Context: an optimization exercise on an open-source flow, tuned for small area, a short achievable clock period and few clock cycles. The choices shown serve that exercise and are no tape-out recipe.
RTL that was checked went through simulation tests only; none was proved equivalent to the original.
Power and IR drop assume default switching activity.

// alu
module alu(
	input wire clk,
	input wire reset,
	output reg [31:0] result,
	output done,
	input [2:0] sel,
	input [31:0] a,
	input [31:0] b
);
Settings: LEC_CHECK=0, CAP_MARGIN=20, CORE_MARGIN=2, CORE_UTILIZATION=65, PLACE_DENSITY=0.75, SETUP_SLACK_MARGIN=3.5, SLEW_MARGIN=20, TNS_END_PERCENT=100; clock period 10.0 ns.
run.sh (not shown) runs the stock make flow with config.mk's settings and CLKGATE_MAP_FILE= SYNTH_SCRIPT=/design/flow/synth_recipe.tcl, a recipe that flattens the netlist after the stock synthesis.
==> next run, changes <==
--- a/flow/config.mk
+++ b/flow/config.mk
@@ -8,7 +8,6 @@
 export CAP_MARGIN = 20
 export CORE_MARGIN = 2
-export CORE_UTILIZATION = 65
-export PLACE_DENSITY = 0.75
-export SETUP_SLACK_MARGIN = 3.5
+export CORE_UTILIZATION = 40
+export SETUP_SLACK_MARGIN = 5
 export SLEW_MARGIN = 20
 export TNS_END_PERCENT = 100
Outcome:
- final cell count grows by about a fifth
- worst hold slack improves by 0.096 ns
- count of clock-buffer cells in the layout is unchanged
- via count shrinks by a few percent
- power grows by a quarter to a third
==> next run, changes <==
--- a/flow/config.mk
+++ b/flow/config.mk
@@ -9,5 +9,5 @@
 export CORE_MARGIN = 2
 export CORE_UTILIZATION = 40
-export SETUP_SLACK_MARGIN = 5
+export SETUP_SLACK_MARGIN = 3.5
 export SLEW_MARGIN = 20
 export TNS_END_PERCENT = 100
=> The changed run ran to the end with no violations; final cell count fell by 5.3%; setup slack is worse by 0.13 ns; final area fell by 16%.
No run of this note included a check of the RTL's function; only the layout flow was run.


Another version of the RTL of alu (not shown whole).
For scale: roughly 1400 cells after synthesis, roughly 40 flip-flops, roughly 11000 um^2 of cells after synthesis.
Design alu, start of the top module:
module alu(
	input wire clk,
	input wire reset,
	output reg [31:0] result,
	output done,
	input [2:0] sel,
	input [31:0] a,
	input [31:0] b
);
export LEC_CHECK = 0
export CAP_MARGIN = 20
export CORE_MARGIN = 2
export CORE_UTILIZATION = 40
export SETUP_SLACK_MARGIN = 2.5
export SLEW_MARGIN = 20
export TNS_END_PERCENT = 100
create_clock -name core_clock -period 10.0 [get_ports {clk}]
standard.sh (not shown) runs the stock make flow with config.mk's settings and CLKGATE_MAP_FILE= SYNTH_SCRIPT=/design/flow/synth_recipe.tcl, a recipe that flattens the netlist after the stock synthesis.
==> flow/flow/run.sh <==
#!/bin/bash
# The standard layout, except that the port buffers are buf_4 cells: left to
# itself buffer_ports picks clkdlybuf4s50_1, a slow delay cell, for every port.
set -euo pipefail
bash standard.sh synth > make_synth.log 2>&1
bash standard.sh BUFFER_PORTS_ARGS="-buffer_cell sky130_fd_sc_hd__buf_4" finish > make_finish.log 2>&1
Testbench counts at the start, summed over its fixed seeds: cycles 14,763.
Then changed:
==> flow/flow/run.sh (replaced) <==
#!/bin/bash
# The standard layout, except that the port buffers are buf_2 cells: left to
# itself buffer_ports picks clkdlybuf4s50_1, a slow delay cell, for every port.
set -euo pipefail
bash standard.sh synth > make_synth.log 2>&1
bash standard.sh BUFFER_PORTS_ARGS="-buffer_cell sky130_fd_sc_hd__buf_2" finish > make_finish.log 2>&1
- SETUP_SLACK_MARGIN: 2.5 -> 3.0
- TNS_END_PERCENT: 100 -> 20
After rerunning: The changed run completed without violations. Sequential power is about the same. Utilization rose by 0.27 points. Wire length rose by a few percent. Synthesized cell count stays the same. Total power rose slightly. Final area rose slightly. Global-route usage rose by 1.2 points. Via count rose by a few percent.
Then changed:
- TNS_END_PERCENT: 20 -> 100
Result:
- sequential share of layout area shrinks by 0.10 points
- area after synthesis does not change
- total power went up by 0.47%
- die area stays the same
- clock skew is about the same
- via count is about the same
- wire length goes up by 0.76%
- worst hold slack barely changes
- setup slack gets worse by 58 ps
- global-route usage stays flat


The RTL this note starts from:
==> flow/design.v <==
module add32sk(input [31:0] a, input [31:0] b, input cin, output [31:0] s, output co,
               output [31:0] p0, output [31:0] g0);
	assign p0 = a ^ b;
	assign g0 = a & b;
	wire [31:0] G [0:5];
	wire [31:0] P [0:5];
	assign G[0] = {g0[31:1], g0[0] | (p0[0] & cin)};
	assign P[0] = p0;
	genvar l, i;
	generate
		for (l = 0; l < 5; l = l + 1) begin : lv
			for (i = 0; i < 32; i = i + 1) begin : n
				if (i & (1 << l)) begin
					assign G[l+1][i] = G[l][i] | (P[l][i] & G[l][((i >> l) << l) - 1]);
					assign P[l+1][i] = P[l][i] & P[l][((i >> l) << l) - 1];
				end else begin
					assign G[l+1][i] = G[l][i];
					assign P[l+1][i] = P[l][i];
				end
			end
		end
	endgenerate
	wire [31:0] c = G[5];
	assign s = p0 ^ {c[30:0], cin};
	assign co = c[31];
endmodule
module mod(input wire clk, input wire reset, input [31:0] a, input [31:0] b,
           output [31:0] result, output reg done);
	reg [31:0] r;
	reg [4:0] cnt;
	reg start, busy;
	wire [4:0] pa, pb;
	msb32 ma(.x(a), .p(pa));
	msb32 mb(.x(b), .p(pb));
	wire [5:0] s = {1'b0, pa} - {1'b0, pb};
	wire pos = ~s[5] & (s[4:1] != 4'd0);	 
	wire [4:0] sh = start ? 5'd1 : cnt;
	wire [31:0] x = start ? a : r;
	wire [31:0] d1 = b << sh;
	wire [31:0] d0 = {1'b0, d1[31:1]};
	wire [31:0] t1, t0;
	wire nb1, nb0;
	add32sk sub1(.a(x), .b(~d1), .cin(1'b1), .s(t1), .co(nb1));
	add32sk sub0(.a(x), .b(~d0), .cin(1'b1), .s(t0), .co(nb0));
	wire last = (sh == 5'd0);
	wire [4:0] sh_m1 = sh - 5'd1;
	wire [4:0] sh_m2 = sh - 5'd2;
	wire two = ~last & ~nb1;
	wire fin = start ? (~pos & two) : (last | (two & (sh == 5'd1)));
	always @(posedge clk) begin
		if (reset) begin
			start <= 1'b1;
			busy <= 1'b0;
			done <= 1'b0;
		end else if (start | busy) begin
			start <= 1'b0;
			busy <= ~fin;
			done <= fin;
		end
	end
	always @(posedge clk) begin
		if (start) begin
			if (pos)
				r <= a;
			else if (nb1)
				r <= t1;
			else
				r <= t0;
			cnt <= pos ? s[4:0] : 5'd0;
		end else if (busy) begin
			if (nb1)
				r <= t1;
			else if (two & nb0)
				r <= t0;
			cnt <= two ? sh_m2 : sh_m1;
		end
	end
	assign result = r;
endmodule
module msb32(input [31:0] x, output [4:0] p);
	wire [15:0] v1; wire [15:0] p1;
	wire [7:0] v2; wire [15:0] p2;
	wire [3:0] v3; wire [11:0] p3;
	wire [1:0] v4; wire [7:0] p4;
	genvar i;
	generate
		for (i = 0; i < 16; i = i + 1) begin : l1
			assign v1[i] = x[2*i+1] | x[2*i];
			assign p1[i] = x[2*i+1];
		end
		for (i = 0; i < 8; i = i + 1) begin : l2
			assign v2[i] = v1[2*i+1] | v1[2*i];
			assign p2[2*i+1:2*i] = v1[2*i+1] ? {1'b1, p1[2*i+1]} : {1'b0, p1[2*i]};
		end
		for (i = 0; i < 4; i = i + 1) begin : l3
			assign v3[i] = v2[2*i+1] | v2[2*i];
			assign p3[3*i+2:3*i] = v2[2*i+1] ? {1'b1, p2[4*i+3:4*i+2]} : {1'b0, p2[4*i+1:4*i]};
		end
		for (i = 0; i < 2; i = i + 1) begin : l4
			assign v4[i] = v3[2*i+1] | v3[2*i];
			assign p4[4*i+3:4*i] = v3[2*i+1] ? {1'b1, p3[6*i+5:6*i+3]} : {1'b0, p3[6*i+2:6*i]};
		end
	endgenerate
	assign p = v4[1] ? {1'b1, p4[7:4]} : {1'b0, p4[3:0]};
endmodule
module alu(
	input wire clk,
	input wire reset,
	output reg [31:0] result,
	output done,
	input [2:0] sel,
	input [31:0] a,
	input [31:0] b
);
	wire sub = sel[2] & ~sel[0];
	wire [31:0] bx = b ^ {32{sub}};
	wire [31:0] s, p, g;
	wire co;
	add32sk add1(.a(a), .b(bx), .cin(sub), .s(s), .co(co), .p0(p), .g0(g));
	wire lt = (a[31] ^ b[31]) ? a[31] : s[31];
	wire [31:0] result_mod;
	mod mod1(.clk(clk), .reset(reset), .a(a), .b(b),
	         .result(result_mod), .done(done));
	always @(*) begin
		case (sel)
			3'd0: result = g;
			3'd1: result = g | p;
			3'd2: result = p;
			3'd3: result = ~(g | p);
			3'd4: result = {31'd0, lt};
			3'd7: result = result_mod;
			default: result = s;
		endcase
	end
endmodule
export LEC_CHECK = 0
export CAP_MARGIN = 20
export CORE_MARGIN = 2
export CORE_UTILIZATION = 40
export SETUP_SLACK_MARGIN = 1.5
export SLEW_MARGIN = 20
export TNS_END_PERCENT = 100
create_clock -name core_clock -period 10.0 [get_ports {clk}]
==> flow/flow/run.sh <==
#!/bin/bash
# The standard layout, except that the port buffers are buf_4 cells: left to
# itself buffer_ports picks clkdlybuf4s50_1, a slow delay cell, for every port.
set -euo pipefail
bash standard.sh synth > make_synth.log 2>&1
bash standard.sh BUFFER_PORTS_ARGS="-buffer_cell sky130_fd_sc_hd__buf_4" finish > make_finish.log 2>&1
The baseline passed the timing, design-rule and antenna checks.
Testbench counts at the start, summed over its fixed seeds: cycles 14,763.
Edit:
SETUP_SLACK_MARGIN = 3.0   (was 1.5)
=> The changed run completed without violations. Sequential share of layout area is lower by 0.54 points. Clock-buffer cell count fell by 1. Power came out higher by 2.0%.

==> static timing again, ports no longer ideal <==
The results above use ideal ports. As a check the final layouts listed here were re-extracted and re-timed, cells and wires unchanged. Step 1, drivers: a clkbuf_16 drives clk and a buf_2 each remaining input, both assumed. Step 2 adds t to the input delays and takes it off the output delays; t is the mean of the earliest and latest rising clock arrival at the registers after step 1. Input paths then give back, and output paths get back, about the clock's delay inside the block. a / b / c = ideal / step 1 / step 2; a / b = the first two.
run | t, ns | slack for setup (ns) | worst slew at a driven data input, ns | cell pins on the clock port's net
the first run of note 1 | 0.331 | 2.358 / 2.298 / 2.298 | 0.08 | 1
the second run of note 1 | 0.340 | 3.030 / 2.902 / 2.902 | 0.20 | 1
the third run of note 1 | 0.329 | 2.899 / 2.858 / 2.858 | 0.05 | 1
the first run of note 2 | 0.335 | 2.526 / 2.487 / 2.487 | 0.05 | 1
the second run of note 2 | 0.344 | 2.939 / 2.889 / 2.889 | 0.08 | 1
the third run of note 2 | 0.342 | 2.882 / 2.828 / 2.828 | 0.08 | 1
the first run of note 3 | 0.325 | 2.042 / 2.016 / 2.016 | 0.06 | 1
the second run of note 3 | 0.345 | 2.878 / 2.757 / 2.757 | 0.14 | 1
After both steps every run listed still meets setup and hold. For the second run of note 1, which loses most, drivers alone change the setup slack by -0.128 ns; drivers and shift together by -0.128 ns.
